This design comes from an exercise in tuning for small area and a short achievable clock period on the open sky130 flow, not from production work. Only simulation tests tie the RTL to the original design; equivalence was not proved. Power figures rest on the tool's default switching activity, not on a simulated workload.

### design/flow/flow/run.sh
#!/bin/bash
# Own flow: the standard layout, with one change to synthesis: ABC maps the
# combinational logic with flow/abc_area.script (area-first mapping, then
# sizing) instead of ORFS's abc_area.script.  Everything else, including
# synth_recipe.tcl (-nofsm -noshare, flatten, rename), is the standard flow.
set -euo pipefail
rm -rf scripts_abc
cp -r "$FLOW_HOME/scripts" scripts_abc
cp flow/abc_area.script scripts_abc/abc_area.script
bash standard.sh SCRIPTS_DIR="$PWD/scripts_abc" synth > synth.log 2>&1
bash standard.sh finish > layout.log 2>&1
### design/flow/flow/abc_area.script
strash
dch
map -a
topo
dnsize -c
### design/flow/standard.sh
#!/bin/bash
# synth_recipe.tcl (not shown) runs the flow's synth.tcl, then flattens the netlist and writes it again
# the make line also repeats each setting of config.mk as NAME=value (left out here)
make -C /OpenROAD-flow-scripts/flow DESIGN_CONFIG=/design/flow/config.mk WORK_HOME=/design/flow/orfs CLKGATE_MAP_FILE= SYNTH_SCRIPT=/design/flow/synth_recipe.tcl "${@:-finish}"
### design/flow/config.mk
export PLATFORM = sky130hd
export DESIGN_NAME = saw2sin
export DESIGN_NICKNAME = saw2sin
export VERILOG_FILES = /design/flow/design.v
export SDC_FILE = /design/flow/constraint.sdc
export NUM_CORES = 4
export LEC_CHECK = 0
export ABC_AREA = 1
export CAP_MARGIN = 20
export CORE_MARGIN = 2
export CORE_UTILIZATION = 40
export SLEW_MARGIN = 20
### design/flow/constraint.sdc
create_clock -name core_clock -period 70.0 [get_ports {i_clk}]
set_input_delay 14.0000 -clock core_clock [delete_from_list [all_inputs] [get_ports {i_clk}]]
set_output_delay 14.0000 -clock core_clock [all_outputs]
set_load 0.01 [all_outputs]
### design/flow/design.v
`default_nettype none
module sin_rom(m, c0, c1);
  input [5:0] m;
  wire [5:0] m;
  output [15:0] c0;
  wire [15:0] c0;
  output [7:0] c1;
  wire [7:0] c1;
  wire _000_;
  wire _001_;
  wire _002_;
  wire _003_;
  wire _004_;
  wire _005_;
  wire _006_;
  wire _007_;
  wire _008_;
  wire _009_;
  wire _010_;
  wire _011_;
  wire _012_;
  wire _013_;
  wire _014_;
  wire _015_;
  wire _016_;
  wire _017_;
  wire _018_;
  wire _019_;
  wire _020_;
  wire _021_;
  wire _022_;
  wire _023_;
  wire _024_;
  wire _025_;
  wire _026_;
  wire _027_;
  wire _028_;
  wire _029_;
  wire _030_;
  wire _031_;
  wire _032_;
  wire _033_;
  wire _034_;
  wire _035_;
  wire _036_;
  wire _037_;
  wire _038_;
  wire _039_;
  wire _040_;
  wire _041_;
  wire _042_;
  wire _043_;
  wire _044_;
  wire _045_;
  wire _046_;
  wire _047_;
  wire _048_;
  wire _049_;
  wire _050_;
  wire _051_;
  wire _052_;
  wire _053_;
  wire _054_;
  wire _055_;
  wire _056_;
  wire _057_;
  wire _058_;
  wire _059_;
  wire _060_;
  wire _061_;
  wire _062_;
  wire _063_;
  wire _064_;
  wire _065_;
  wire _066_;
  wire _067_;
  wire _068_;
  wire _069_;
  wire _070_;
  wire _071_;
  wire _072_;
  wire _073_;
  wire _074_;
  wire _075_;
  wire _076_;
  wire _077_;
  wire _078_;
  wire _079_;
  wire _080_;
  wire _081_;
  wire _082_;
  wire _083_;
  wire _084_;
  wire _085_;
  wire _086_;
  wire _087_;
  wire _088_;
  wire _089_;
  wire _090_;
  wire _091_;
  wire _092_;
  wire _093_;
  wire _094_;
  wire _095_;
  wire _096_;
  wire _097_;
  wire _098_;
  wire _099_;
  wire _100_;
  wire _101_;
  wire _102_;
  wire _103_;
  wire _104_;
  wire _105_;
  wire _106_;
  wire _107_;
  wire _108_;
  wire _109_;
  wire _110_;
  wire _111_;
  wire _112_;
  wire _113_;
  wire _114_;
  wire _115_;
  wire _116_;
  wire _117_;
  wire _118_;
  wire _119_;
  wire _120_;
  wire _121_;
  wire _122_;
  wire _123_;
  wire _124_;
  wire _125_;
  wire _126_;
  wire _127_;
  wire _128_;
  wire _129_;
  wire _130_;
  wire _131_;
  wire _132_;
  wire _133_;
  wire _134_;
  wire _135_;
  wire _136_;
  wire _137_;
  wire _138_;
  wire _139_;
  wire _140_;
  wire _141_;
  wire _142_;
  wire _143_;
  wire _144_;
  wire _145_;
  wire _146_;
  wire _147_;
  wire _148_;
  wire _149_;
  wire _150_;
  wire _151_;
  wire _152_;
  wire _153_;
  wire _154_;
  wire _155_;
  wire _156_;
  wire _157_;
  wire _158_;
  wire _159_;
  wire _160_;
  wire _161_;
  wire _162_;
  wire _163_;
  wire _164_;
  wire _165_;
  wire _166_;
  wire _167_;
  wire _168_;
  wire _169_;
  wire _170_;
  wire _171_;
  wire _172_;
  wire _173_;
  wire _174_;
  wire _175_;
  wire _176_;
  wire _177_;
  wire _178_;
  wire _179_;
  wire _180_;
  wire _181_;
  wire _182_;
  wire _183_;
  wire _184_;
  wire _185_;
  wire _186_;
  wire _187_;
  wire _188_;
  wire _189_;
  wire _190_;
  wire _191_;
  wire _192_;
  wire _193_;
  wire _194_;
  wire _195_;
  wire _196_;
  wire _197_;
  wire _198_;
  wire _199_;
  wire _200_;
  wire _201_;
  wire _202_;
  wire _203_;
  wire _204_;
  wire _205_;
  wire _206_;
  wire _207_;
  wire _208_;
  wire _209_;
  wire _210_;
  wire _211_;
  wire _212_;
  wire _213_;
  wire _214_;
  wire _215_;
  wire _216_;
  wire _217_;
  wire _218_;
  wire _219_;
  wire _220_;
  wire _221_;
  wire _222_;
  wire _223_;
  wire _224_;
  wire _225_;
  wire _226_;
  wire _227_;
  wire _228_;
  wire _229_;
  wire _230_;
  wire _231_;
  wire _232_;
  wire _233_;
  wire _234_;
  wire _235_;
  wire _236_;
  wire _237_;
  wire _238_;
  wire _239_;
  wire _240_;
  wire _241_;
  wire _242_;
  wire _243_;
  wire _244_;
  wire _245_;
  wire _246_;
  wire _247_;
  wire _248_;
  wire _249_;
  wire _250_;
  wire _251_;
  wire _252_;
  wire _253_;
  wire _254_;
  wire _255_;
  wire _256_;
  wire _257_;
  wire _258_;
  wire _259_;
  wire _260_;
  wire _261_;
  wire _262_;
  wire _263_;
  wire _264_;
  wire _265_;
  wire _266_;
  wire _267_;
  wire _268_;
  wire _269_;
  wire _270_;
  wire _271_;
  wire _272_;
  wire _273_;
  wire _274_;
  wire _275_;
  wire _276_;
  wire _277_;
  wire _278_;
  wire _279_;
  wire _280_;
  wire _281_;
  wire _282_;
  wire _283_;
  wire _284_;
  wire _285_;
  wire _286_;
  wire _287_;
  wire _288_;
  wire _289_;
  wire _290_;
  wire _291_;
  wire _292_;
  wire _293_;
  wire _294_;
  wire _295_;
  wire _296_;
  wire _297_;
  wire _298_;
  wire _299_;
  wire _300_;
  wire _301_;
  wire _302_;
  wire _303_;
  wire _304_;
  wire _305_;
  wire _306_;
  wire _307_;
  wire _308_;
  wire _309_;
  wire _310_;
  wire _311_;
  wire _312_;
  wire _313_;
  wire _314_;
  wire _315_;
  wire _316_;
  wire _317_;
  wire _318_;
  wire _319_;
  wire _320_;
  wire _321_;
  wire _322_;
  wire _323_;
  assign _195_ = ~m[5];
  assign _205_ = ~(m[4] | m[3]);
  assign _215_ = ~m[4];
  assign _225_ = ~(m[2] | m[3]);
  assign _236_ = _215_ & ~(_225_);
  assign _246_ = ~_236_;
  assign _256_ = ~(m[0] | m[1]);
  assign _265_ = m[2] & ~(_256_);
  assign _266_ = m[3] & ~(_265_);
  assign _267_ = ~m[3];
  assign _268_ = ~(m[1] & m[2]);
  assign _269_ = _267_ & ~(_268_);
  assign _270_ = ~m[0];
  assign _271_ = m[1] | m[2];
  assign _272_ = _270_ & ~(_271_);
  assign _273_ = _272_ | _269_;
  assign _274_ = _273_ | _266_;
  assign _275_ = m[2] & ~(m[0]);
  assign _276_ = _267_ & ~(_275_);
  assign _277_ = _276_ | _274_;
  assign _278_ = _277_ & ~(_246_);
  assign _279_ = _278_ | _205_;
  assign _280_ = _195_ & ~(_279_);
  assign _281_ = m[0] & m[1];
  assign _282_ = m[4] & ~(m[3]);
  assign _283_ = _282_ & ~(m[2]);
  assign _284_ = _283_ & ~(_281_);
  assign _285_ = _236_ | _195_;
  assign _286_ = _285_ | _284_;
  assign c1[6] = _286_ & ~(_280_);
  assign _287_ = m[3] | ~(m[2]);
  assign _288_ = m[3] & ~(m[2]);
  assign _289_ = _288_ | ~(_287_);
  assign _290_ = _215_ & ~(_289_);
  assign _291_ = m[5] & ~(_290_);
  assign _292_ = ~m[2];
  assign _293_ = _292_ & ~(_281_);
  assign _294_ = _267_ & ~(_293_);
  assign _295_ = m[3] & ~(_271_);
  assign _296_ = _295_ | _215_;
  assign _297_ = ~(_296_ | _294_);
  assign _298_ = _291_ & ~(_297_);
  assign _299_ = ~(m[0] | m[2]);
  assign _300_ = m[3] & ~(_299_);
  assign _301_ = _300_ & _271_;
  assign _302_ = _301_ & ~(_215_);
  assign _303_ = _280_ & ~(_302_);
  assign c1[5] = _303_ | _298_;
  assign _304_ = ~m[1];
  assign _305_ = m[0] | m[1];
  assign _306_ = _292_ ? _304_ : _305_;
  assign _307_ = _306_ & ~(_267_);
  assign _308_ = m[4] & ~(_269_);
  assign _309_ = _308_ & ~(_284_);
  assign _310_ = _309_ & ~(_307_);
  assign _311_ = ~(m[1] & m[3]);
  assign _312_ = ~(_311_ | _275_);
  assign _313_ = _312_ | m[4];
  assign _314_ = m[2] & ~(_313_);
  assign _315_ = _314_ | _310_;
  assign _316_ = m[0] & ~(m[1]);
  assign _317_ = m[0] | ~(m[1]);
  assign _318_ = _317_ & ~(_316_);
  assign _319_ = _288_ & ~(_318_);
  assign _320_ = ~(_319_ | _296_);
  assign _321_ = _265_ ? m[3] : _320_;
  assign c1[4] = m[5] ? _315_ : _321_;
  assign _322_ = m[0] & ~(m[2]);
  assign _323_ = ~_322_;
  assign _000_ = ~(_306_ & _267_);
  assign _001_ = _323_ & ~(_000_);
  assign _002_ = _300_ & ~(_306_);
  assign _003_ = _002_ | _215_;
  assign _004_ = _003_ | _001_;
  assign _005_ = _004_ & ~(_278_);
  assign _006_ = _005_ | m[5];
  assign _007_ = _292_ & ~(_318_);
  assign _008_ = _007_ | _316_;
  assign _009_ = _267_ & ~(_008_);
  assign _010_ = _322_ | _267_;
  assign _011_ = _268_ & ~(_010_);
  assign _012_ = _011_ & ~(_256_);
  assign _013_ = ~(_012_ | _009_);
  assign _014_ = _013_ | _215_;
  assign _015_ = m[1] & ~(m[3]);
  assign _016_ = m[0] & m[2];
  assign _017_ = ~(_311_ | _016_);
  assign _018_ = _017_ | m[4];
  assign _019_ = ~(_018_ | _015_);
  assign _020_ = _019_ | _195_;
  assign _021_ = _014_ & ~(_020_);
  assign c1[3] = _006_ & ~(_021_);
  assign _022_ = _292_ ? _267_ : _256_;
  assign _023_ = ~(_022_ | _312_);
  assign _024_ = _023_ & ~(m[4]);
  assign _025_ = _319_ | _215_;
  assign _026_ = _008_ | _288_;
  assign _027_ = _026_ & ~(_025_);
  assign _028_ = _027_ | _024_;
  assign _029_ = ~(_299_ | _016_);
  assign _030_ = _029_ | m[3];
  assign _031_ = m[3] & ~(_306_);
  assign _032_ = _031_ | _312_;
  assign _033_ = ~(_032_ & m[2]);
  assign _034_ = ~(_033_ & _030_);
  assign _035_ = _256_ & ~(_287_);
  assign _036_ = m[4] & ~(_035_);
  assign _037_ = _319_ | ~(_036_);
  assign _038_ = ~(_037_ | _034_);
  assign _039_ = m[0] & ~(m[3]);
  assign _040_ = _215_ & ~(_039_);
  assign _041_ = _268_ & ~(_270_);
  assign _042_ = _040_ & ~(_041_);
  assign _043_ = _042_ | _038_;
  assign c1[2] = _195_ ? _028_ : _043_;
  assign _044_ = _271_ & ~(_281_);
  assign _045_ = _307_ & ~(_044_);
  assign _046_ = _294_ | m[4];
  assign _047_ = _046_ | _045_;
  assign _048_ = ~(_311_ & m[4]);
  assign _049_ = _000_ & ~(_048_);
  assign _050_ = _047_ & ~(_049_);
  assign _051_ = m[3] & ~(_312_);
  assign _052_ = _270_ & ~(_268_);
  assign _053_ = ~(_052_ | _041_);
  assign _054_ = _267_ & ~(_053_);
  assign _055_ = _054_ | _215_;
  assign _056_ = _055_ | _051_;
  assign _057_ = _289_ & ~(_317_);
  assign _058_ = _215_ & ~(_057_);
  assign _059_ = _058_ & ~(_016_);
  assign _060_ = _056_ & ~(_059_);
  assign c1[1] = m[5] ? _050_ : _060_;
  assign _061_ = _267_ & ~(_318_);
  assign _062_ = _215_ & ~(_061_);
  assign _063_ = _062_ | m[5];
  assign _064_ = m[0] & ~(_311_);
  assign _065_ = _215_ & ~(_064_);
  assign _066_ = ~(_271_ & _268_);
  assign _067_ = m[0] | ~(m[3]);
  assign _068_ = _066_ & ~(_067_);
  assign _069_ = _068_ | _272_;
  assign _070_ = _065_ & ~(_069_);
  assign _071_ = _195_ & ~(_070_);
  assign _072_ = _071_ | ~(_063_);
  assign _073_ = _053_ | _267_;
  assign _074_ = _225_ | ~(_308_);
  assign _075_ = _073_ & ~(_074_);
  assign _076_ = _072_ & ~(_075_);
  assign _077_ = _246_ & ~(_062_);
  assign _078_ = _077_ | _032_;
  assign _079_ = ~(_268_ & _267_);
  assign _080_ = m[2] ? _256_ : _316_;
  assign _081_ = _080_ | _079_;
  assign _082_ = ~(_067_ & m[4]);
  assign _083_ = _081_ & ~(_082_);
  assign _084_ = _083_ | _195_;
  assign _085_ = _078_ & ~(_084_);
  assign c1[0] = _085_ | _076_;
  assign _086_ = _079_ & ~(_215_);
  assign _087_ = _195_ & ~(_086_);
  assign _088_ = _272_ & _205_;
  assign _089_ = ~_088_;
  assign c0[15] = ~(_089_ & _087_);
  assign _090_ = m[5] & ~(_225_);
  assign c1[7] = ~(_090_ | _291_);
  assign _091_ = _301_ | m[4];
  assign _092_ = _089_ & ~(_091_);
  assign _093_ = _092_ | ~(_087_);
  assign c0[14] = ~(_093_ & c1[7]);
  assign _094_ = ~(_090_ & _279_);
  assign _095_ = _091_ | ~(_274_);
  assign _096_ = m[4] & ~(_274_);
  assign _097_ = _096_ | m[5];
  assign _098_ = _095_ & ~(_097_);
  assign c0[13] = _094_ & ~(_098_);
  assign _099_ = ~(_031_ | _025_);
  assign _100_ = ~_318_;
  assign _101_ = m[2] ? m[1] : _100_;
  assign _102_ = _101_ & ~(_267_);
  assign _103_ = _215_ & ~(_102_);
  assign _104_ = _103_ | _099_;
  assign _105_ = _267_ & ~(_101_);
  assign _106_ = _104_ & ~(_105_);
  assign _107_ = _195_ & ~(_106_);
  assign _108_ = _266_ | _246_;
  assign _109_ = _283_ | _195_;
  assign _110_ = _108_ & ~(_109_);
  assign c0[12] = _110_ | _107_;
  assign _111_ = _015_ | m[4];
  assign _112_ = _111_ | _002_;
  assign _113_ = _289_ & ~(_048_);
  assign _114_ = _112_ & ~(_113_);
  assign _115_ = _114_ | _195_;
  assign _116_ = ~(m[4] & m[3]);
  assign _117_ = _116_ | _008_;
  assign _118_ = ~_029_;
  assign _119_ = _118_ & ~(_086_);
  assign _120_ = _119_ | m[5];
  assign _121_ = _117_ & ~(_120_);
  assign c0[11] = _115_ & ~(_121_);
  assign _122_ = ~(m[4] | m[1]);
  assign _123_ = ~_080_;
  assign _124_ = _323_ & ~(_044_);
  assign _125_ = _124_ | m[3];
  assign _126_ = _123_ & ~(_125_);
  assign _127_ = _322_ & ~(_311_);
  assign _128_ = _127_ | _052_;
  assign _129_ = ~(_128_ | _296_);
  assign _130_ = _129_ & ~(_126_);
  assign _131_ = _130_ | _122_;
  assign _132_ = _040_ & ~(_319_);
  assign _133_ = ~(_132_ & _033_);
  assign _134_ = _275_ | ~(_015_);
  assign _135_ = _134_ & ~(_296_);
  assign _136_ = _133_ & ~(_135_);
  assign c0[10] = _195_ ? _131_ : _136_;
  assign _137_ = _127_ | _256_;
  assign _138_ = _030_ & ~(_137_);
  assign _139_ = m[4] & ~(_138_);
  assign _140_ = ~(m[4] | m[0]);
  assign _141_ = _140_ & ~(_088_);
  assign _142_ = _141_ | _139_;
  assign _143_ = _055_ | _307_;
  assign _144_ = _125_ & ~(_018_);
  assign _145_ = _143_ & ~(_144_);
  assign c0[9] = _195_ ? _142_ : _145_;
  assign _146_ = _067_ & ~(m[4]);
  assign _147_ = _124_ | ~(_146_);
  assign _148_ = _300_ & ~(_265_);
  assign _149_ = _308_ & ~(_148_);
  assign _150_ = _149_ | _195_;
  assign _151_ = _147_ & ~(_150_);
  assign _152_ = _035_ | _015_;
  assign _153_ = _073_ & ~(_152_);
  assign _154_ = _153_ | _215_;
  assign _155_ = _016_ | m[3];
  assign _156_ = ~(_155_ | _272_);
  assign _157_ = _156_ & _058_;
  assign _158_ = _157_ | m[5];
  assign _159_ = _154_ & ~(_158_);
  assign c0[8] = _159_ | _151_;
  assign _160_ = _317_ & ~(_010_);
  assign _161_ = m[4] & ~(_160_);
  assign _162_ = _039_ & ~(_066_);
  assign _163_ = _267_ & ~(_162_);
  assign _164_ = ~(_155_ | _080_);
  assign _165_ = _163_ & ~(_164_);
  assign _166_ = _161_ & ~(_165_);
  assign _167_ = _166_ | _063_;
  assign _168_ = _033_ & ~(_156_);
  assign _169_ = _168_ | _215_;
  assign _170_ = _062_ & ~(_068_);
  assign _171_ = _170_ | _195_;
  assign _172_ = _169_ & ~(_171_);
  assign c0[7] = _167_ & ~(_172_);
  assign _173_ = _067_ & ~(_101_);
  assign _174_ = _173_ | _037_;
  assign _175_ = ~(_044_ | _010_);
  assign _176_ = _040_ & ~(_175_);
  assign _177_ = _174_ & ~(_176_);
  assign _178_ = _195_ & ~(_177_);
  assign _179_ = _034_ | _018_;
  assign _180_ = _320_ & ~(_069_);
  assign _181_ = _180_ | _195_;
  assign _182_ = _179_ & ~(_181_);
  assign c0[6] = _182_ | _178_;
  assign _183_ = ~(_032_ | _010_);
  assign _184_ = ~(_294_ | _275_);
  assign _185_ = _184_ & ~(_183_);
  assign _186_ = _185_ | _306_;
  assign _187_ = _011_ | ~(_186_);
  assign _188_ = _187_ | _313_;
  assign _189_ = _317_ & _282_;
  assign _190_ = _189_ | m[5];
  assign _191_ = _188_ & ~(_190_);
  assign _192_ = _292_ & ~(_316_);
  assign _193_ = m[3] & ~(_192_);
  assign _194_ = _193_ | _215_;
  assign _196_ = _194_ | _126_;
  assign _197_ = _271_ ? _300_ : _270_;
  assign _198_ = _062_ & ~(_197_);
  assign _199_ = _198_ | _195_;
  assign _200_ = _196_ & ~(_199_);
  assign c0[5] = _200_ | _191_;
  assign _201_ = ~(_044_ & _267_);
  assign _202_ = ~(_201_ & _161_);
  assign _203_ = _062_ & ~(_300_);
  assign _204_ = _202_ & ~(_203_);
  assign _206_ = ~(_082_ | _192_);
  assign _207_ = ~(_206_ & _000_);
  assign _208_ = _029_ | _267_;
  assign _209_ = _007_ | m[4];
  assign _210_ = _208_ & ~(_209_);
  assign _211_ = _207_ & ~(_210_);
  assign c0[4] = _195_ ? _204_ : _211_;
  assign _212_ = _163_ | ~(_073_);
  assign _213_ = _035_ | _322_;
  assign _214_ = _213_ | _183_;
  assign _216_ = m[4] ? _212_ : _214_;
  assign _217_ = _187_ | _215_;
  assign _218_ = ~(_079_ | _029_);
  assign _219_ = _146_ & ~(_218_);
  assign _220_ = _217_ & ~(_219_);
  assign c0[3] = m[5] ? _216_ : _220_;
  assign _221_ = _195_ & ~(_225_);
  assign _222_ = ~(_221_ & _317_);
  assign _223_ = _222_ | _183_;
  assign _224_ = _087_ & ~(_189_);
  assign _226_ = _223_ & ~(_224_);
  assign _227_ = m[3] & ~(_318_);
  assign _228_ = _227_ | m[4];
  assign _229_ = _186_ & ~(_228_);
  assign _230_ = _229_ | _226_;
  assign _231_ = _300_ & ~(_318_);
  assign _232_ = _231_ | _246_;
  assign _233_ = _232_ | _009_;
  assign _234_ = _300_ & ~(_044_);
  assign _235_ = _036_ & ~(_234_);
  assign _237_ = _235_ | _195_;
  assign _238_ = _233_ & ~(_237_);
  assign c0[2] = _230_ & ~(_238_);
  assign _239_ = _276_ & ~(_316_);
  assign _240_ = _239_ | _215_;
  assign _241_ = _033_ & ~(_240_);
  assign _242_ = _071_ & ~(_241_);
  assign _243_ = _215_ & ~(_164_);
  assign _244_ = _100_ & ~(_023_);
  assign _245_ = _277_ & ~(_244_);
  assign _247_ = _245_ | m[4];
  assign _248_ = _247_ & ~(_243_);
  assign _249_ = _248_ | _288_;
  assign _250_ = _316_ & _225_;
  assign _251_ = _250_ | _002_;
  assign _252_ = _161_ & ~(_251_);
  assign _253_ = _252_ | _195_;
  assign _254_ = _249_ & ~(_253_);
  assign c0[1] = _254_ | _242_;
  assign _255_ = _162_ | _025_;
  assign _257_ = _033_ & ~(_255_);
  assign _258_ = _247_ & ~(_257_);
  assign _259_ = _258_ | _195_;
  assign _260_ = _185_ | _215_;
  assign _261_ = _012_ | _288_;
  assign _262_ = _243_ & ~(_261_);
  assign _263_ = _262_ | m[5];
  assign _264_ = _260_ & ~(_263_);
  assign c0[0] = _259_ & ~(_264_);
endmodule
module sin_qrom(mq, aq, qn);
  input [1:0] mq;
  wire [1:0] mq;
  input [2:0] aq;
  wire [2:0] aq;
  output [2:0] qn;
  wire [2:0] qn;
  wire _00_;
  wire _01_;
  wire _02_;
  wire _03_;
  wire _04_;
  wire _05_;
  wire _06_;
  wire _07_;
  wire _08_;
  wire _09_;
  wire _10_;
  wire _11_;
  wire _12_;
  wire _13_;
  wire _14_;
  wire _15_;
  wire _16_;
  assign _16_ = ~aq[2];
  assign _00_ = ~(mq[0] | mq[1]);
  assign _01_ = _00_ & ~(aq[1]);
  assign _02_ = _01_ | _16_;
  assign _03_ = ~(aq[0] | mq[0]);
  assign _04_ = mq[1] & ~(_03_);
  assign _05_ = aq[1] & ~(_00_);
  assign _06_ = _05_ | _04_;
  assign _07_ = ~aq[0];
  assign _08_ = ~(aq[1] & mq[1]);
  assign _09_ = _08_ | _16_;
  assign qn[2] = _09_ | _07_;
  assign _10_ = ~(qn[2] & _06_);
  assign qn[1] = _10_ | _02_;
  assign _11_ = _06_ | _02_;
  assign _12_ = aq[2] | ~(aq[0]);
  assign _13_ = _05_ & ~(_12_);
  assign _14_ = _07_ & ~(_09_);
  assign _15_ = _14_ | _13_;
  assign qn[0] = _11_ & ~(_15_);
endmodule
`default_nettype none
module saw2sin
( input  wire        i_clk
, input  wire [15:0] i_saw
, output logic [15:0] o_sin
);
wire inv = i_saw[15];
wire rev = i_saw[14];
wire [13:0] v = i_saw[13:0] ^ {14{rev}};
wire [5:0] m = v[13:8];
wire [7:0] tb = {~v[7], v[6:0]};
wire [6:0] a = tb[7] ? ~tb[6:0] : tb[6:0];
wire [15:0] c0;
wire [7:0] c1;
sin_rom rom (.m(m), .c0(c0), .c1(c1));
wire [2:0] qn;
sin_qrom qrom (.mq(m[5:4]), .aq(a[6:4]), .qn(qn));
wire [3:0] bneg, bone, btwo;
assign bneg[0] = tb[1];
assign bone[0] = tb[0] ^ rev;
assign btwo[0] = (tb[1] & ~tb[0] & ~rev) | (~tb[1] & tb[0] & rev);
assign bneg[1] = tb[3];
assign bone[1] = tb[2] ^ tb[1];
assign btwo[1] = (tb[3] & ~tb[2] & ~tb[1]) | (~tb[3] & tb[2] & tb[1]);
assign bneg[2] = tb[5];
assign bone[2] = tb[4] ^ tb[3];
assign btwo[2] = (tb[5] & ~tb[4] & ~tb[3]) | (~tb[5] & tb[4] & tb[3]);
assign bneg[3] = tb[7];
assign bone[3] = tb[6] ^ tb[5];
assign btwo[3] = (tb[7] & ~tb[6] & ~tb[5]) | (~tb[7] & tb[6] & tb[5]);
wire b_pp0_5 = (((bone[0] & c1[5]) | (btwo[0] & c1[4])) ^ bneg[0]);
wire b_pp0_6 = (((bone[0] & c1[6]) | (btwo[0] & c1[5])) ^ bneg[0]);
wire b_pp0_7 = (((bone[0] & c1[7]) | (btwo[0] & c1[6])) ^ bneg[0]);
wire b_pp0_8 = ((btwo[0] & c1[7]) ^ bneg[0]);
wire b_nneg0 = ~bneg[0];
wire b_pp1_3 = (((bone[1] & c1[3]) | (btwo[1] & c1[2])) ^ bneg[1]);
wire b_pp1_4 = (((bone[1] & c1[4]) | (btwo[1] & c1[3])) ^ bneg[1]);
wire b_pp1_5 = (((bone[1] & c1[5]) | (btwo[1] & c1[4])) ^ bneg[1]);
wire b_pp1_6 = (((bone[1] & c1[6]) | (btwo[1] & c1[5])) ^ bneg[1]);
wire b_pp1_7 = (((bone[1] & c1[7]) | (btwo[1] & c1[6])) ^ bneg[1]);
wire b_pp1_8 = ((btwo[1] & c1[7]) ^ bneg[1]);
wire b_nneg1 = ~bneg[1];
wire b_pp2_1 = (((bone[2] & c1[1]) | (btwo[2] & c1[0])) ^ bneg[2]);
wire b_pp2_2 = (((bone[2] & c1[2]) | (btwo[2] & c1[1])) ^ bneg[2]);
wire b_pp2_3 = (((bone[2] & c1[3]) | (btwo[2] & c1[2])) ^ bneg[2]);
wire b_pp2_4 = (((bone[2] & c1[4]) | (btwo[2] & c1[3])) ^ bneg[2]);
wire b_pp2_5 = (((bone[2] & c1[5]) | (btwo[2] & c1[4])) ^ bneg[2]);
wire b_pp2_6 = (((bone[2] & c1[6]) | (btwo[2] & c1[5])) ^ bneg[2]);
wire b_pp2_7 = (((bone[2] & c1[7]) | (btwo[2] & c1[6])) ^ bneg[2]);
wire b_pp2_8 = ((btwo[2] & c1[7]) ^ bneg[2]);
wire b_nneg2 = ~bneg[2];
wire b_pp3_0 = ((bone[3] & c1[0]) ^ bneg[3]);
wire b_pp3_1 = (((bone[3] & c1[1]) | (btwo[3] & c1[0])) ^ bneg[3]);
wire b_pp3_2 = (((bone[3] & c1[2]) | (btwo[3] & c1[1])) ^ bneg[3]);
wire b_pp3_3 = (((bone[3] & c1[3]) | (btwo[3] & c1[2])) ^ bneg[3]);
wire b_pp3_4 = (((bone[3] & c1[4]) | (btwo[3] & c1[3])) ^ bneg[3]);
wire b_pp3_5 = (((bone[3] & c1[5]) | (btwo[3] & c1[4])) ^ bneg[3]);
wire b_pp3_6 = (((bone[3] & c1[6]) | (btwo[3] & c1[5])) ^ bneg[3]);
wire b_pp3_7 = (((bone[3] & c1[7]) | (btwo[3] & c1[6])) ^ bneg[3]);
wire b_pp3_8 = ((btwo[3] & c1[7]) ^ bneg[3]);
wire b_nneg3 = ~bneg[3];
wire b_neg3 = bneg[3];
wire b_q0 = qn[0];
wire b_q1 = qn[1];
wire b_q2 = qn[2];
wire b_ninv = ~inv;
wire fs1 = b_pp0_6 ^ b_pp1_4 ^ b_pp2_2;
wire fc2 = (b_pp0_6 & b_pp1_4) | (b_pp0_6 & b_pp2_2) | (b_pp1_4 & b_pp2_2);
wire hs3 = b_pp0_7 ^ b_pp1_5;
wire hc4 = b_pp0_7 & b_pp1_5;
wire hs5 = b_pp0_5 ^ b_pp1_3;
wire hc6 = b_pp0_5 & b_pp1_3;
wire fs7 = fs1 ^ b_pp3_0 ^ b_neg3;
wire fc8 = (fs1 & b_pp3_0) | (fs1 & b_neg3) | (b_pp3_0 & b_neg3);
wire hs9 = b_q1 ^ b_ninv;
wire hc10 = b_q1 & b_ninv;
wire fs11 = hs3 ^ b_pp2_3 ^ b_pp3_1;
wire fc12 = (hs3 & b_pp2_3) | (hs3 & b_pp3_1) | (b_pp2_3 & b_pp3_1);
wire fs13 = b_q2 ^ c0[2] ^ fc2;
wire fc14 = (b_q2 & c0[2]) | (b_q2 & fc2) | (c0[2] & fc2);
wire fs15 = b_pp0_8 ^ b_pp1_6 ^ b_pp2_4;
wire fc16 = (b_pp0_8 & b_pp1_6) | (b_pp0_8 & b_pp2_4) | (b_pp1_6 & b_pp2_4);
wire fs17 = b_pp3_2 ^ c0[3] ^ hc4;
wire fc18 = (b_pp3_2 & c0[3]) | (b_pp3_2 & hc4) | (c0[3] & hc4);
wire fs19 = b_nneg0 ^ b_pp1_7 ^ b_pp2_5;
wire fc20 = (b_nneg0 & b_pp1_7) | (b_nneg0 & b_pp2_5) | (b_pp1_7 & b_pp2_5);
wire hs21 = b_pp3_3 ^ c0[4];
wire hc22 = b_pp3_3 & c0[4];
wire fs23 = b_pp1_8 ^ b_pp2_6 ^ b_pp3_4;
wire fc24 = (b_pp1_8 & b_pp2_6) | (b_pp1_8 & b_pp3_4) | (b_pp2_6 & b_pp3_4);
wire hs25 = b_nneg1 ^ b_pp2_7;
wire hc26 = b_nneg1 & b_pp2_7;
wire hs27 = hs5 ^ b_pp2_1;
wire hc28 = hs5 & b_pp2_1;
wire fs29 = fs7 ^ hs9 ^ c0[1];
wire fc30 = (fs7 & hs9) | (fs7 & c0[1]) | (hs9 & c0[1]);
wire fs31 = fs11 ^ fs13 ^ fc8;
wire fc32 = (fs11 & fs13) | (fs11 & fc8) | (fs13 & fc8);
wire fs33 = fs15 ^ fs17 ^ fc12;
wire fc34 = (fs15 & fs17) | (fs15 & fc12) | (fs17 & fc12);
wire fs35 = fs19 ^ hs21 ^ fc16;
wire fc36 = (fs19 & hs21) | (fs19 & fc16) | (hs21 & fc16);
wire fs37 = fs23 ^ c0[5] ^ fc20;
wire fc38 = (fs23 & c0[5]) | (fs23 & fc20) | (c0[5] & fc20);
wire fs39 = hs25 ^ b_pp3_5 ^ c0[6];
wire fc40 = (hs25 & b_pp3_5) | (hs25 & c0[6]) | (b_pp3_5 & c0[6]);
wire fs41 = b_pp2_8 ^ b_pp3_6 ^ c0[7];
wire fc42 = (b_pp2_8 & b_pp3_6) | (b_pp2_8 & c0[7]) | (b_pp3_6 & c0[7]);
wire hs43 = b_nneg2 ^ b_pp3_7;
wire hc44 = b_nneg2 & b_pp3_7;
wire hs45 = hs27 ^ b_q0;
wire hc46 = hs27 & b_q0;
wire fs47 = fs29 ^ hc6 ^ hc28;
wire fc48 = (fs29 & hc6) | (fs29 & hc28) | (hc6 & hc28);
wire fs49 = fs31 ^ hc10 ^ fc30;
wire fc50 = (fs31 & hc10) | (fs31 & fc30) | (hc10 & fc30);
wire fs51 = fs33 ^ fc14 ^ fc32;
wire fc52 = (fs33 & fc14) | (fs33 & fc32) | (fc14 & fc32);
wire fs53 = fs35 ^ fc18 ^ fc34;
wire fc54 = (fs35 & fc18) | (fs35 & fc34) | (fc18 & fc34);
wire fs55 = fs37 ^ hc22 ^ fc36;
wire fc56 = (fs37 & hc22) | (fs37 & fc36) | (hc22 & fc36);
wire fs57 = fs39 ^ fc24 ^ fc38;
wire fc58 = (fs39 & fc24) | (fs39 & fc38) | (fc24 & fc38);
wire fs59 = fs41 ^ hc26 ^ fc40;
wire fc60 = (fs41 & hc26) | (fs41 & fc40) | (hc26 & fc40);
wire fs61 = hs43 ^ c0[8] ^ fc42;
wire fc62 = (hs43 & c0[8]) | (hs43 & fc42) | (c0[8] & fc42);
wire fs63 = b_pp3_8 ^ c0[9] ^ hc44;
wire fc64 = (b_pp3_8 & c0[9]) | (b_pp3_8 & hc44) | (c0[9] & hc44);
wire hs65 = b_nneg3 ^ c0[10];
wire hc66 = b_nneg3 & c0[10];
wire [15:0] ra = {c0[15], c0[14], c0[13], c0[12], c0[11], hs65, fs63, fs61, fs59, fs57, fs55, fs53, fs51, fs49, fs47, hs45};
wire [15:0] rb = {1'b0, 1'b0, 1'b0, 1'b0, hc66, fc64, fc62, fc60, fc58, fc56, fc54, fc52, fc50, fc48, hc46, c0[0]};
wire [15:0] z;
wire [15:0] pg_g0 = ra & rb;
wire [15:0] pg_p0 = ra ^ rb;
wire pfx_g1 = pg_g0[1] | (pg_p0[1] & pg_g0[0]);
wire pfx_p1 = pg_p0[1] & pg_p0[0];
wire pfx_g2 = pg_g0[3] | (pg_p0[3] & pg_g0[2]);
wire pfx_p2 = pg_p0[3] & pg_p0[2];
wire pfx_g3 = pg_g0[5] | (pg_p0[5] & pg_g0[4]);
wire pfx_p3 = pg_p0[5] & pg_p0[4];
wire pfx_g4 = pg_g0[7] | (pg_p0[7] & pg_g0[6]);
wire pfx_p4 = pg_p0[7] & pg_p0[6];
wire pfx_g5 = pg_g0[9] | (pg_p0[9] & pg_g0[8]);
wire pfx_p5 = pg_p0[9] & pg_p0[8];
wire pfx_g6 = pg_g0[11] | (pg_p0[11] & pg_g0[10]);
wire pfx_p6 = pg_p0[11] & pg_p0[10];
wire pfx_g7 = pg_g0[13] | (pg_p0[13] & pg_g0[12]);
wire pfx_p7 = pg_p0[13] & pg_p0[12];
wire pfx_g8 = pg_g0[15] | (pg_p0[15] & pg_g0[14]);
wire pfx_p8 = pg_p0[15] & pg_p0[14];
wire pfx_g9 = pfx_g2 | (pfx_p2 & pfx_g1);
wire pfx_p9 = pfx_p2 & pfx_p1;
wire pfx_g10 = pfx_g4 | (pfx_p4 & pfx_g3);
wire pfx_p10 = pfx_p4 & pfx_p3;
wire pfx_g11 = pfx_g6 | (pfx_p6 & pfx_g5);
wire pfx_p11 = pfx_p6 & pfx_p5;
wire pfx_g12 = pfx_g8 | (pfx_p8 & pfx_g7);
wire pfx_p12 = pfx_p8 & pfx_p7;
wire pfx_g13 = pfx_g10 | (pfx_p10 & pfx_g9);
wire pfx_p13 = pfx_p10 & pfx_p9;
wire pfx_g14 = pfx_g12 | (pfx_p12 & pfx_g11);
wire pfx_p14 = pfx_p12 & pfx_p11;
wire pfx_g15 = pfx_g14 | (pfx_p14 & pfx_g13);
wire pfx_p15 = pfx_p14 & pfx_p13;
wire pfx_g16 = pfx_g11 | (pfx_p11 & pfx_g13);
wire pfx_p16 = pfx_p11 & pfx_p13;
wire pfx_g17 = pfx_g3 | (pfx_p3 & pfx_g9);
wire pfx_p17 = pfx_p3 & pfx_p9;
wire pfx_g18 = pfx_g5 | (pfx_p5 & pfx_g13);
wire pfx_p18 = pfx_p5 & pfx_p13;
wire pfx_g19 = pfx_g7 | (pfx_p7 & pfx_g16);
wire pfx_p19 = pfx_p7 & pfx_p16;
wire pfx_g20 = pg_g0[2] | (pg_p0[2] & pfx_g1);
wire pfx_p20 = pg_p0[2] & pfx_p1;
wire pfx_g21 = pg_g0[4] | (pg_p0[4] & pfx_g9);
wire pfx_p21 = pg_p0[4] & pfx_p9;
wire pfx_g22 = pg_g0[6] | (pg_p0[6] & pfx_g17);
wire pfx_p22 = pg_p0[6] & pfx_p17;
wire pfx_g23 = pg_g0[8] | (pg_p0[8] & pfx_g13);
wire pfx_p23 = pg_p0[8] & pfx_p13;
wire pfx_g24 = pg_g0[10] | (pg_p0[10] & pfx_g18);
wire pfx_p24 = pg_p0[10] & pfx_p18;
wire pfx_g25 = pg_g0[12] | (pg_p0[12] & pfx_g16);
wire pfx_p25 = pg_p0[12] & pfx_p16;
wire pfx_g26 = pg_g0[14] | (pg_p0[14] & pfx_g19);
wire pfx_p26 = pg_p0[14] & pfx_p19;
assign z[0] = pg_p0[0];
assign z[1] = pg_p0[1] ^ pg_g0[0];
assign z[2] = pg_p0[2] ^ pfx_g1;
assign z[3] = pg_p0[3] ^ pfx_g20;
assign z[4] = pg_p0[4] ^ pfx_g9;
assign z[5] = pg_p0[5] ^ pfx_g21;
assign z[6] = pg_p0[6] ^ pfx_g17;
assign z[7] = pg_p0[7] ^ pfx_g22;
assign z[8] = pg_p0[8] ^ pfx_g13;
assign z[9] = pg_p0[9] ^ pfx_g23;
assign z[10] = pg_p0[10] ^ pfx_g18;
assign z[11] = pg_p0[11] ^ pfx_g24;
assign z[12] = pg_p0[12] ^ pfx_g16;
assign z[13] = pg_p0[13] ^ pfx_g25;
assign z[14] = pg_p0[14] ^ pfx_g19;
assign z[15] = pg_p0[15] ^ pfx_g26;
wire [14:0] zi = z[15:1];
logic [15:0] sin_q;
always_ff @(posedge i_clk) sin_q <= {~inv, zi ^ {15{inv}}};
always_comb o_sin = sin_q;
endmodule
==> results of run 1 <==
[cell type report]
cell class / instances / area (um^2) / area share [%]
multi-input combinational: 404 / 2940 / 69.4
timing repair buffer: 42 / 395 / 9.33
inverter: 104 / 390 / 9.21
sequential: 16 / 320 / 7.56
tap: 108 / 135 / 3.19
clock buffer: 4 / 55.1 / 1.30
[per-layer routing]
layer,part of all wire (%),track usage (%),vias to the layer above
li1,-,-,1841
met1,44,34.3,1788
met2,42,35.7,237
met3,10,3.09,32
met4,3.5,9.06,0
met5,0,0,-
[power by group through the flow]
stage               combinational, mW  clock [mW]  sequential (mW)
CTS                             0.220     0.00783           0.0189
finish                          0.218     0.00773           0.0188
detailed placement              0.219           0           0.0191
global route                    0.247     0.00831           0.0191
floorplan                       0.166           0           0.0214
global placement                0.216           0           0.0190
[how the worst max path moves through the flow]
stage | start | to | cells past startpoint
after global placement | i_saw[14] | sin_q[14]$_DFF_P_ | 36
after detailed placement | i_saw[14] | sin_q[14]$_DFF_P_ | 36
after global routing | i_saw[14] | sin_q[14]$_DFF_P_ | 36
final | i_saw[14] | sin_q[14]$_DFF_P_ | 36
after floorplan | i_saw[14] | sin_q[14]$_DFF_P_ | 33
after CTS | i_saw[14] | sin_q[14]$_DFF_P_ | 36
[through the flow]
stage | instances | util (%)
floorplan | 524 | -
global placement | 674 | 47.7
detailed placement | 674 | 47.7
CTS | 678 | 48.4
global route | 678 | 48.4
finish | 678 | 48.4
[cells by family (layout without fill, tap and decap cells)]
kind of cell               count (synthesis)  count (layout)  share of synthesized area [%]
xor gates and xnor gates                  60              60                           14.4
buffers and inverters                    104             150                           10.7
AOI/OAI and AO/OA                        129             129                           21.7
and+or+nand+nor                          152             152                           16.8
DFF                                       16              16                           8.79
adders and majority gates                 63              63                           27.6
[cell usage after synthesis (5+ instances only)]
library cell and instances:
a21oi_1 38, nand2_1 49, nor3_1 14, dfxtp_1 16, xnor2_1 26, o211ai_1 7, o21ai_0 29, ha_1 34
o22ai_1 21, a31oi_1 5, xor2_1 34, nor2_1 76, clkinv_1 104, nand3_1 8, fa_1 29
[worst max-delay path: cells and delay by family]
kind | cells | cell delay, ns
AO/OA/AOI/OAI | 9 | 2.05
XOR/XNOR | 4 | 1.35
adder cells (fa/ha/maj) | 7 | 2.61
buffers and inverters | 8 | 1.94
AND/OR/NAND/NOR | 8 | 1.20
==> impl_metrics.json, run 1 <==
{
  "clockBufferDepth": 2,
  "hold_ws_ns": 14.89,
  "setup_tns_ns": 0,
  "cp_slowest_cell": "xnor2_1",
  "irDropWorstVdd_mv": 0.0457,
  "grt_pass1_wl_um": 18400,
  "vias_per_cell": 5.75,
  "drv_slew": 0,
  "post-route-min-period_ns": 23.02,
  "critPathMaxFanout": 13,
  "cts_sinks": 16,
  "clock-root-buffer": "clkbuf_8",
  "synth_top_cell_by_area": "fa_1",
  "layout_setup_ws_ns": 46.98,
  "cp.required_ns": 70.13,
  "cts_setup_buffers": 0,
  "syn_inst": 524,
  "start_util_pct": 41.6,
  "ctsHoldBuffers": 0,
  "place_ws_ns": 46.83,
  "drt-pass1-iter-count": 5,
  "largest_register": "sin_q",
  "yosys_warnings": 1,
  "routedWlPerCell_um": 17.5,
  "critPathKind": "in -> reg",
  "drtAntennaViolNets": 0,
  "tightest_slew_ns": 0.963,
  "reg_top3": "sin_q (16)",
  "syn2layout_area_growth_pct": 16.3,
  "pwr-share-clk_pct": 3.2,
  "cts_resized": 0,
  "drive_gt1_share_pct": 3.16,
  "io_buffers": 32,
  "largest_reg_flops": 16,
  "max_cap_viol_count": 0,
  "grt_max_degree": 28,
  "netSwitchingPower_mw": 0.121,
  "synth_edf_count": 0,
  "p_per_area_nw_per_um2": 57.8,
  "ys_async_sr_fraction_pct": 0,
  "syn_area_um2": 3640,
  "drt_wl_total_um": 11900,
  "final_nets": 651,
  "grt_overflow": 0,
  "drt_iter0_drc": 442,
  "cts_tree": "yes",
  "crit_arrival_ns": 23.14,
  "relSlewSlack_pct": 35.3,
  "syn-num-nets": 604,
  "p_int_mw": 0.123,
  "synth.avg_cell_area_um2": 6.96,
  "hold_path_depth": 2,
  "leakage_nw": 1.69,
  "final_common_cell": "clkinv_1",
  "max_freq_mhz": 43.4,
  "crit_path_end_kind": "flop",
  "h-tree-depth": 1,
  "ys_seq_elements": 16,
  "cp_common_cell": "clkinv_1",
  "dp_hpwl_um": 9800,
  "cts.clk_slew.worst_paths_ns": 0.06,
  "postPlaceCellArea_um2": 4180,
  "yosys-top-cells-area": "fa_1 16%, ha_1 12%, clkinv_1 11%",
  "cp-start-kind": "primary input",
  "vias": 3898,
  "status": "timing/DRC/antenna clean",
  "hold_viol": 0,
  "dieArea_um2": 9890,
  "gp_congestion": 1.02,
  "rows": 34,
  "hold_class": "in -> reg",
  "diodes": 0,
  "nFillCells": 885,
  "grt_pass1_vias": 3556,
  "total_power_mw": 0.245,
  "ys_seq_area_share_pct": 8.79,
  "ios": 33,
  "final_cell_area_um2": 4240,
  "cts_buffers": 3,
  "final_cell_mix": "104 x clkinv_1, 76 x nor2_1, 49 x nand2_1, 38 x a21oi_1",
  "comb_power_share_pct": 89.2,
  "coreArea_um2": 8760,
  "seq_power_share_pct": 7.7,
  "hold_end": "sin_q[7]$_DFF_P_",
  "synthFlopType": "dfxtp_1",
  "switching_share_pct": 49.6,
  "die_y_um": 99.5,
  "min-delay-start": "i_saw[15]",
  "die_x_um": 99.5,
  "rsz0062_at_grt": "false",
  "fin_crit_sh_pct": 32.9,
  "antenna_found_initial": 0,
  "yosysTopAreaCellShare_pct": 15.9,
  "yosysUniqueCellTypes": 33,
  "drc_errors": 0,
  "grt_usage_pct": 23.6,
  "finalSetupViolCount": 0,
  "slowest_delay_ns": 0.83
}
==> run 2, diff against run 1 <==
==> design/flow/flow/abc_area.script (replaced) <==
strash
dch
map -a
topo
stime -c
buffer -c
upsize -c
dnsize -c
==> run 2 against run 1 <==
  * Power is 1.2% higher
  * Worst setup slack better by 1.4 ns
  * Via count down 1.7%
  * Sequential share of layout area fell by 0.35 points
  * Core utilization decreased by 2.5 points
  * Critical path type unchanged
==> impl_metrics.json, run 2 <==
{
  "cp-start-kind": "primary input",
  "cts_sinks": 16,
  "hold_viol": 0,
  "cts_setup_buffers": 0,
  "vias_per_cell": 5.49,
  "place_ws_ns": 48.16,
  "diodes": 0,
  "synthXorXnorAreaFrac_pct": 15.7,
  "syn-num-nets": 619,
  "vias": 3830,
  "slowest_delay_ns": 0.55,
  "yosysUniqueCellTypes": 55,
  "synth_top_family_by_area": "adder cells",
  "drv_slew": 0,
  "relSlewSlack_pct": 49.9,
  "postPlaceCellArea_um2": 4390,
  "finalSetupViolCount": 0,
  "yosysTopAreaCellShare_pct": 14.7,
  "final_cell_mix": "87 x inv_1, 62 x nor2_1, 48 x nand2_1, 36 x a21oi_1",
  "grt_usage_pct": 24.4,
  "netSwitchingPower_mw": 0.124,
  "synth-simple-area-share_pct": 17.9,
  "largest_register": "sin_q",
  "hold_end": "sin_q[7]$_DFF_P_",
  "critical-path-top-delay-family": "adder cells",
  "hold_class": "in -> reg",
  "crit_arrival_ns": 21.71,
  "max_freq_mhz": 46.3,
  "dp.cells": 693,
  "cts_tree": "yes",
  "drt_wl_total_um": 12400,
  "synth.avg_cell_area_um2": 7.34,
  "post-route-min-period_ns": 21.58,
  "synthFlopType": "dfxtp_1",
  "cp.required_ns": 70.13,
  "switching_share_pct": 50.0,
  "cts.clk_slew.worst_paths_ns": 0.06,
  "syn_inst": 539,
  "rsz0062_at_grt": "false",
  "grt_pass1_vias": 3770,
  "clockBufferDepth": 2,
  "total_power_mw": 0.248,
  "status": "timing/DRC/antenna clean",
  "die_y_um": 103,
  "p_int_mw": 0.124,
  "synth_common_cells": "87 x inv_1, 62 x nor2_1, 48 x nand2_1",
  "yosysMostFrequentCell": "inv_1",
  "fin_crit_sh_pct": 30.8,
  "syn_area_um2": 3960,
  "drive_gt1_share_pct": 9.40,
  "final_common_cell": "inv_1",
  "grt_pass1_wl_um": 19800,
  "grt_overflow": 0,
  "pwr-share-clk_pct": 3.2,
  "cts_resized": 0,
  "final_nets": 645,
  "ys_seq_elements": 16,
  "crit_path_end_kind": "flop",
  "synth_compound_area_share_pct": 20.6,
  "layout.cells.non_filler": 697,
  "setup_tns_ns": 0,
  "largest_reg_flops": 16,
  "cp_num_buf_inv": 7,
  "syn2layout_area_growth_pct": 12.2,
  "yosys-top-cells-area": "fa_1 15%, ha_1 11%, inv_1 8.3%",
  "critPathMaxFanout": 13,
  "ctsHoldBuffers": 0,
  "synth_mux_area_share_pct": 0,
  "rows": 36,
  "h-tree-depth": 1,
  "final_cell_area_um2": 4440,
  "coreArea_um2": 9680,
  "dp_hpwl_um": 10300,
  "die_x_um": 103,
  "dieArea_um2": 10700,
  "io_buffers": 32,
  "critPathKind": "in -> reg",
  "layout_setup_ws_ns": 48.42,
  "drtAntennaViolNets": 0,
  "synth_top_cell_by_area": "fa_1",
  "drt_iter0_drc": 379,
  "gp_congestion": 1.00,
  "ios": 33,
  "seq_power_share_pct": 7.6,
  "ys_async_sr_fraction_pct": 0,
  "grt_max_degree": 28,
  "cts_buffers": 3,
  "tightest_slew_ns": 0.750,
  "leakage_nw": 2.02,
  "comb_power_share_pct": 89.3,
  "synthAdderAreaFrac_pct": 25.4,
  "p_per_area_nw_per_um2": 55.8,
  "clock-root-buffer": "clkbuf_8",
  "reg_top3": "sin_q (16)",
  "drc_errors": 0,
  "yosys_warnings": 1,
  "antenna_found_initial": 0,
  "cp_slowest_cell": "fa_1",
  "max_cap_viol_count": 0,
  "hold_path_depth": 2,
  "start_util_pct": 40.9,
  "irDropWorstVdd_mv": 0.0469,
  "min-delay-start": "i_saw[15]",
  "synth_edf_count": 0,
  "ys_seq_area_share_pct": 8.10,
  "routedWlPerCell_um": 17.8,
  "drt-pass1-iter-count": 7
}
==> run 2: cells by family (layout without fill, tap and decap cells) <==
| logic type | after synthesis | count (layout) |
|---|---|---|
| AND/OR/NAND/NOR | 152 | 152 |
| buffers and inverters | 119 | 144 |
| XOR/XNOR | 60 | 60 |
| AO/OA/AOI/OAI | 129 | 129 |
| flip-flops | 16 | 16 |
| adder cells (fa/ha/maj) | 63 | 63 |
==> run 2: routing by layer <==
layer	track usage [%]	part of all wire, %
met5	0	0
met1	34.0	44
met3	4.10	8.2
met2	38.1	44
met4	8.20	3.0
==> run 2: worst max-delay path by stage <==
| stage | from | endpoint | slack, ns | depth (start not counted) |
|---|---|---|---|---|
| after floorplan | i_saw[14] | sin_q[14]$_DFF_P_ | 49.51 | 36 |
| after global placement | i_saw[14] | sin_q[14]$_DFF_P_ | 48.27 | 36 |
| after detailed placement | i_saw[14] | sin_q[14]$_DFF_P_ | 48.16 | 35 |
| after CTS | i_saw[14] | sin_q[14]$_DFF_P_ | 48.43 | 36 |
| after global routing | i_saw[14] | sin_q[14]$_DFF_P_ | 47.83 | 34 |
| final | i_saw[14] | sin_q[14]$_DFF_P_ | 48.42 | 32 |
==> run 2: through the flow <==
step                      hold slack, ns  utilization, %
after floorplan                    14.30               -
after global placement             14.74            45.3
after detailed placement           14.73            45.3
after CTS                          14.87            45.9
after global routing               14.92            45.9
final                              14.85            45.9
==> run 2: area by class of cell <==
class,count,area [um^2]
flip-flops and latches,16,320
clock buffers,4,55.1
inverters,104,403
fillers,1004,5240
repair buffers,36,350
multi-input cells,404,3150
well taps,133,166
==> run 2: power groups by stage <==
stage	clock network [mW]	logic (mW)	registers, mW
4_1_cts	0.00810	0.225	0.0189
5_1_grt	0.00860	0.255	0.0193
3_3_place_gp	0	0.217	0.0190
2_1_floorplan	0	0.166	0.0214
3_5_place_dp	0	0.224	0.0191
6_report	0.00781	0.221	0.0188
==> run 3, diff against run 2 <==
--- a/design/flow/config.mk
+++ b/design/flow/config.mk
@@ -9,4 +9,5 @@
 export CAP_MARGIN = 20
 export CORE_MARGIN = 2
 export CORE_UTILIZATION = 40
+export GPL_TIMING_DRIVEN = 1
 export SLEW_MARGIN = 20
==> run 3 against run 2 <==
  * Via count is the same
  * Final cell count is the same
  * Clock-buffer cell count did not move
  * Maximum frequency unchanged
  * Global-route usage stayed put
  * Flip-flop and latch count unchanged
  * Power unchanged
  * Synthesized cell count unchanged
  * Synthesized area is the same
  * Sequential power is essentially flat
  * Hold slack did not move
  * Critical path type unchanged
==> impl_metrics.json, run 3 <==
{
  "status": "timing/DRC/antenna clean",
  "final_nets": 645,
  "max_freq_mhz": 46.3,
  "leakage_nw": 2.02,
  "p_per_area_nw_per_um2": 55.8,
  "pwr-share-clk_pct": 3.2,
  "seq_power_share_pct": 7.6,
  "crit_arrival_ns": 21.71,
  "switching_share_pct": 50.0,
  "grt_pass1_wl_um": 19800,
  "yosysMostFrequentCell": "inv_1",
  "coreArea_um2": 9680,
  "crit_path_end_kind": "flop",
  "fin_crit_sh_pct": 30.8,
  "syn2layout_area_growth_pct": 12.2,
  "grt_overflow": 0,
  "layout.cells.non_filler": 697,
  "die_y_um": 103,
  "drtAntennaViolNets": 0,
  "ios": 33,
  "clockBufferDepth": 2,
  "irDropWorstVdd_mv": 0.0469,
  "ctsHoldBuffers": 0,
  "cts_setup_buffers": 0,
  "tightest_slew_ns": 0.750,
  "cp.required_ns": 70.13,
  "synth.avg_cell_area_um2": 7.34,
  "drt-pass1-iter-count": 7,
  "syn-num-nets": 619,
  "antenna_found_initial": 0,
  "yosys_warnings": 1,
  "cts_tree": "yes",
  "critPathKind": "in -> reg",
  "hold_viol": 0,
  "netSwitchingPower_mw": 0.124,
  "finalSetupViolCount": 0,
  "h-tree-depth": 1,
  "relSlewSlack_pct": 49.9,
  "grt_max_degree": 28,
  "yosys-top-cells-area": "fa_1 15%, ha_1 11%, inv_1 8.3%",
  "rsz0062_at_grt": "false",
  "nFillCells": 1004,
  "cp-start-kind": "primary input",
  "post-route-min-period_ns": 21.58,
  "cts_resized": 0,
  "drt_wl_total_um": 12400,
  "total_power_mw": 0.248,
  "dp.cells": 693,
  "critPathMaxFanout": 13,
  "die_x_um": 103,
  "grt_usage_pct": 24.4,
  "hold_class": "in -> reg",
  "largest_register": "sin_q",
  "setup_tns_ns": 0,
  "final_cell_mix": "87 x inv_1, 62 x nor2_1, 48 x nand2_1, 36 x a21oi_1",
  "diodes": 0,
  "clock-root-buffer": "clkbuf_8",
  "ys_async_sr_fraction_pct": 0,
  "comb_power_share_pct": 89.3,
  "ys_seq_area_share_pct": 8.10,
  "cts_buffers": 3,
  "yosysUniqueCellTypes": 55,
  "cts_sinks": 16,
  "synth_edf_count": 0,
  "syn_inst": 539,
  "cp_slowest_cell": "fa_1",
  "drive_gt1_share_pct": 9.40,
  "largest_reg_flops": 16,
  "dp_hpwl_um": 10300,
  "synthFlopType": "dfxtp_1",
  "yosysTopAreaCellShare_pct": 14.7,
  "vias_per_cell": 5.49,
  "drv_slew": 0,
  "cts.clk_slew.worst_paths_ns": 0.06,
  "drt_iter0_drc": 379,
  "drc_errors": 0,
  "dieArea_um2": 10700,
  "slowest_delay_ns": 0.55,
  "max_cap_viol_count": 0,
  "syn_area_um2": 3960,
  "synth_top_cell_by_area": "fa_1",
  "io_buffers": 32,
  "reg_top3": "sin_q (16)",
  "critical-path-top-delay-family": "adder cells",
  "synth_common_cells": "87 x inv_1, 62 x nor2_1, 48 x nand2_1",
  "start_util_pct": 40.9,
  "final_common_cell": "inv_1",
  "rows": 36,
  "vias": 3830,
  "gp_congestion": 1.00,
  "p_int_mw": 0.124,
  "routedWlPerCell_um": 17.8,
  "ys_seq_elements": 16,
  "cp_num_buf_inv": 7,
  "grt_pass1_vias": 3770
}
run 3: cell counts after synthesis:
No cell type changed its count.
run 3: power groups by stage:
stage	Combinational [mW]	Sequential (mW)	Clock, mW
final	0.221	0.0188	0.00781
after global routing	0.255	0.0193	0.00860
after CTS	0.225	0.0189	0.00810
after detailed placement	0.224	0.0191	0
after global placement	0.217	0.0190	0
after floorplan	0.166	0.0214	0
run 3: cells by family after synthesis:
kind of cell / after synthesis / share of synthesized area [%]
flip-flops: 16 / 8.10
AO/OA/AOI/OAI: 129 / 20.6
buffers and inverters: 119 / 12.4
AND/OR/NAND/NOR: 152 / 17.9
adder cells (fa/ha/maj): 63 / 25.4
XOR/XNOR: 60 / 15.7
run 3: cell type report:
cell class,instances,area [um^2],area share [%]
sequential,16,320,7.21
tap,133,166,3.75
timing repair buffer,36,350,7.89
inverter,104,403,9.07
multi-input combinational,404,3150,70.8
clock buffer,4,55.1,1.24
run 3: through the flow:
step,instance area [um^2],util (%),hold WS (ns),setup WS [ns]
finish,4440,45.9,14.85,48.42
global route,4440,45.9,14.92,47.83
CTS,4440,45.9,14.87,48.43
detailed placement,4390,45.3,14.73,48.16
global placement,4390,45.3,14.74,48.27
floorplan,3960,-,14.30,49.51
run 3: routing by layer:
layer	wire, um	share of wire, %	GRT usage (%)
met5	0	0	0
met3	1010	8.2	4.10
met4	374	3.0	8.20
met2	5500	44	38.1
met1	5500	44	34.0
run 3: path summary, 6_finish.rpt:
kind | start | end | depth (start not counted)
max | i_saw[14] | sin_q[14]$_DFF_P_ | 32
min | i_saw[15] | sin_q[7]$_DFF_P_ | 2
==> run 4, diff against run 3 <==
--- a/design/flow/flow/run.sh
+++ b/design/flow/flow/run.sh
@@ -8,4 +8,4 @@
 cp -r "$FLOW_HOME/scripts" scripts_abc
 cp flow/abc_area.script scripts_abc/abc_area.script
 bash standard.sh SCRIPTS_DIR="$PWD/scripts_abc" synth > synth.log 2>&1
-bash standard.sh finish > layout.log 2>&1
+bash standard.sh "BUFFER_PORTS_ARGS=-buffer_cell sky130_fd_sc_hd__buf_2" finish > layout.log 2>&1
--- a/design/flow/config.mk
+++ b/design/flow/config.mk
@@ -9,5 +9,4 @@
 export CAP_MARGIN = 20
 export CORE_MARGIN = 2
 export CORE_UTILIZATION = 40
-export GPL_TIMING_DRIVEN = 1
 export SLEW_MARGIN = 20
==> run 4 against run 3 <==
  * Power decreased by 2.0%
  * Combinational power decreased by 2%
  * Critical endpoint unchanged
  * Maximum frequency up 1.0%
  * Flip-flop and latch count unchanged
  * Critical path type unchanged
  * Core utilization fell by 1.8 points
  * Final cell count shrank 0.29%
  * Via count about the same
  * Critical path depth up 3
  * Sequential share of layout area is 0.30 points higher
==> impl_metrics.json, run 4 <==
{
  "status": "timing/DRC/antenna clean",
  "grt_max_degree": 28,
  "vias": 3832,
  "dp.cells": 691,
  "critPathMaxFanout": 25,
  "synth_compound_area_share_pct": 20.6,
  "crit_arrival_ns": 21.50,
  "dieArea_um2": 10700,
  "yosysMostFrequentCell": "inv_1",
  "yosys_warnings": 1,
  "cp.required_ns": 70.13,
  "synth_top_family_by_area": "adder cells",
  "coreArea_um2": 9680,
  "irDropWorstVdd_mv": 0.0440,
  "grt_overflow": 0,
  "syn_area_um2": 3960,
  "synth_common_cells": "87 x inv_1, 62 x nor2_1, 48 x nand2_1",
  "grt_usage_pct": 24.2,
  "p_per_area_nw_per_um2": 56.9,
  "synth_mux_area_share_pct": 0,
  "antenna_found_initial": 0,
  "syn-num-nets": 619,
  "cp_slowest_cell": "fa_1",
  "routed.top_layer": "met4",
  "drt_iter0_drc": 266,
  "relSlewSlack_pct": 42.8,
  "io_buffers": 32,
  "fin_crit_sh_pct": 30.5,
  "cts_resized": 0,
  "gp_congestion": 0.985,
  "cp_common_cell": "inv_1",
  "final_cell_area_um2": 4270,
  "final_cell_mix": "87 x inv_1, 62 x nor2_1, 48 x nand2_1, 36 x a21oi_1",
  "met2_length_um": 5450,
  "die_y_um": 103,
  "yosysTopAreaCellShare_pct": 14.7,
  "finalSetupViolCount": 0,
  "drive_gt1_share_pct": 14.8,
  "rows": 36,
  "largest_reg_flops": 16,
  "hold_ws_ns": 14.20,
  "drt-pass1-iter-count": 5,
  "grt_pass1_wl_um": 19500,
  "ys_seq_area_share_pct": 8.10,
  "tightest_slew_ns": 0.859,
  "dp_hpwl_um": 10400,
  "total_power_mw": 0.243,
  "critPathKind": "in -> reg",
  "ys_async_sr_fraction_pct": 0,
  "largest_register": "sin_q",
  "cts_tree": "yes",
  "routedWlPerCell_um": 18.1,
  "met3_wirelength_um": 1030,
  "start_util_pct": 40.9,
  "max_freq_mhz": 46.8,
  "cts_buffers": 3,
  "syn2layout_area_growth_pct": 7.81,
  "synth.avg_cell_area_um2": 7.34,
  "final_common_cell": "inv_1",
  "synth_top_cell_by_area": "fa_1",
  "setup_tns_ns": 0,
  "ys_seq_elements": 16,
  "rsz0062_at_grt": "false",
  "synth-simple-area-share_pct": 17.9,
  "crit_path_end_kind": "flop",
  "drc_errors": 0,
  "synth_edf_count": 0,
  "synthXorXnorAreaFrac_pct": 15.7,
  "cts_sinks": 16,
  "layout.cells.non_filler": 695,
  "drv_slew": 0,
  "hold_class": "in -> reg",
  "place_ws_ns": 48.35,
  "final_nets": 643,
  "clock-root-buffer": "clkbuf_8",
  "syn_inst": 539,
  "nFillCells": 1037,
  "die_x_um": 103,
  "met1_length_um": 5680,
  "synthAdderAreaFrac_pct": 25.4,
  "post-route-min-period_ns": 21.37,
  "leakage_nw": 2.01,
  "cts.clk_slew.worst_paths_ns": 0.06,
  "yosysUniqueCellTypes": 55,
  "vias_per_cell": 5.51,
  "ctsHoldBuffers": 0,
  "clockBufferDepth": 2,
  "layout_setup_ws_ns": 48.63,
  "ios": 33,
  "yosys-top-cells-area": "fa_1 15%, ha_1 11%, inv_1 8.3%",
  "postPlaceCellArea_um2": 4210,
  "grt_pass1_vias": 3518,
  "cts_setup_buffers": 0,
  "max_cap_viol_count": 0,
  "h-tree-depth": 1,
  "drtAntennaViolNets": 0,
  "diodes": 0,
  "reg_top3": "sin_q (16)",
  "drt_wl_total_um": 12600,
  "synthFlopType": "dfxtp_1",
  "cp-start-kind": "primary input",
  "slowest_delay_ns": 0.51,
  "final_core_util_pct": 44.0,
  "hold_viol": 0
}
-- run 4: worst max-delay path: cells and delay by family --
kind / cells / cell delay [ns]
adders and majority gates: 6 / 2.21
AOI/OAI and AO/OA: 8 / 1.69
and+or+nand+nor: 9 / 1.56
buffers and inverters: 9 / 1.40
xor gates and xnor gates: 3 / 0.57
-- run 4: path summary, 6_finish.rpt --
path              startpoint                 to  slack (ns)  cells after the start
setup / recovery   i_saw[14]  sin_q[14]$_DFF_P_       48.63                     35
hold / removal     i_saw[15]   sin_q[0]$_DFF_P_       14.20                      2
-- run 4: area by class of cell --
| type | instances | area [um^2] | area share (%) |
|---|---|---|---|
| inverter | 104 | 403 | 9.45 |
| tap | 133 | 166 | 3.90 |
| sequential | 16 | 320 | 7.51 |
| clock buffer | 4 | 55.1 | 1.29 |
| timing repair buffer | 34 | 175 | 4.11 |
| multi-input combinational | 404 | 3150 | 73.7 |
-- run 4: kinds of logic (layout without fill, tap and decap cells) --
| family | after synthesis | count (layout) |
|---|---|---|
| adder cells (fa/ha/maj) | 63 | 63 |
| XOR/XNOR | 60 | 60 |
| buffers and inverters | 119 | 142 |
| AO/OA/AOI/OAI | 129 | 129 |
| flip-flops | 16 | 16 |
| AND/OR/NAND/NOR | 152 | 152 |
-- run 4: power breakdown --
group | total (mW) | switching, mW | internal, mW | leakage, nW
sequential | 0.0185 | 0.000814 | 0.0177 | 0.135
combinational | 0.216 | 0.120 | 0.0967 | 1.85
clock | 0.00778 | 0.00279 | 0.00498 | 0.0288
-- run 4: routing by layer --
layer / vias to the layer above / track usage, %
met5: - / 0
li1: 1819 / -
met1: 1784 / 35.6
met3: 26 / 2.69
met4: 0 / 8.60
met2: 203 / 36.4

==> port drivers added, routing unchanged <==
How much do the figures lean on ideal ports? The routed layouts below were timed once more, with nothing changed but the port constraints. Step 1 sets driving cells, clkbuf_16 on the clock port and buf_2 on the other inputs (assumed; they add their load-dependent delay and slew). Step 2, shift: input delay + t, output delay - t, t = (earliest + latest rising clock arrival at the registers) / 2. This alone moves slack from input paths to output paths. a / b / c = no drivers / after step 1 / after step 2; a / b = the first two.
run	t (ns)	setup WS [ns]	worst setup path after step 2	clock arrival spread, ns	cell pins on the clock port's net
run 1	0.263	46.984 / 46.981 / 46.718	input to register	0.001 / 0.000	1
run 2	0.267	48.415 / 48.416 / 48.149	input to register	0.001 / 0.002	1
run 3	0.267	48.415 / 48.416 / 48.149	input to register	0.001 / 0.002	1
run 4	0.269	48.632 / 48.635 / 48.366	input to register	0.001 / 0.001	1
After both steps setup and hold are still met in every run listed.
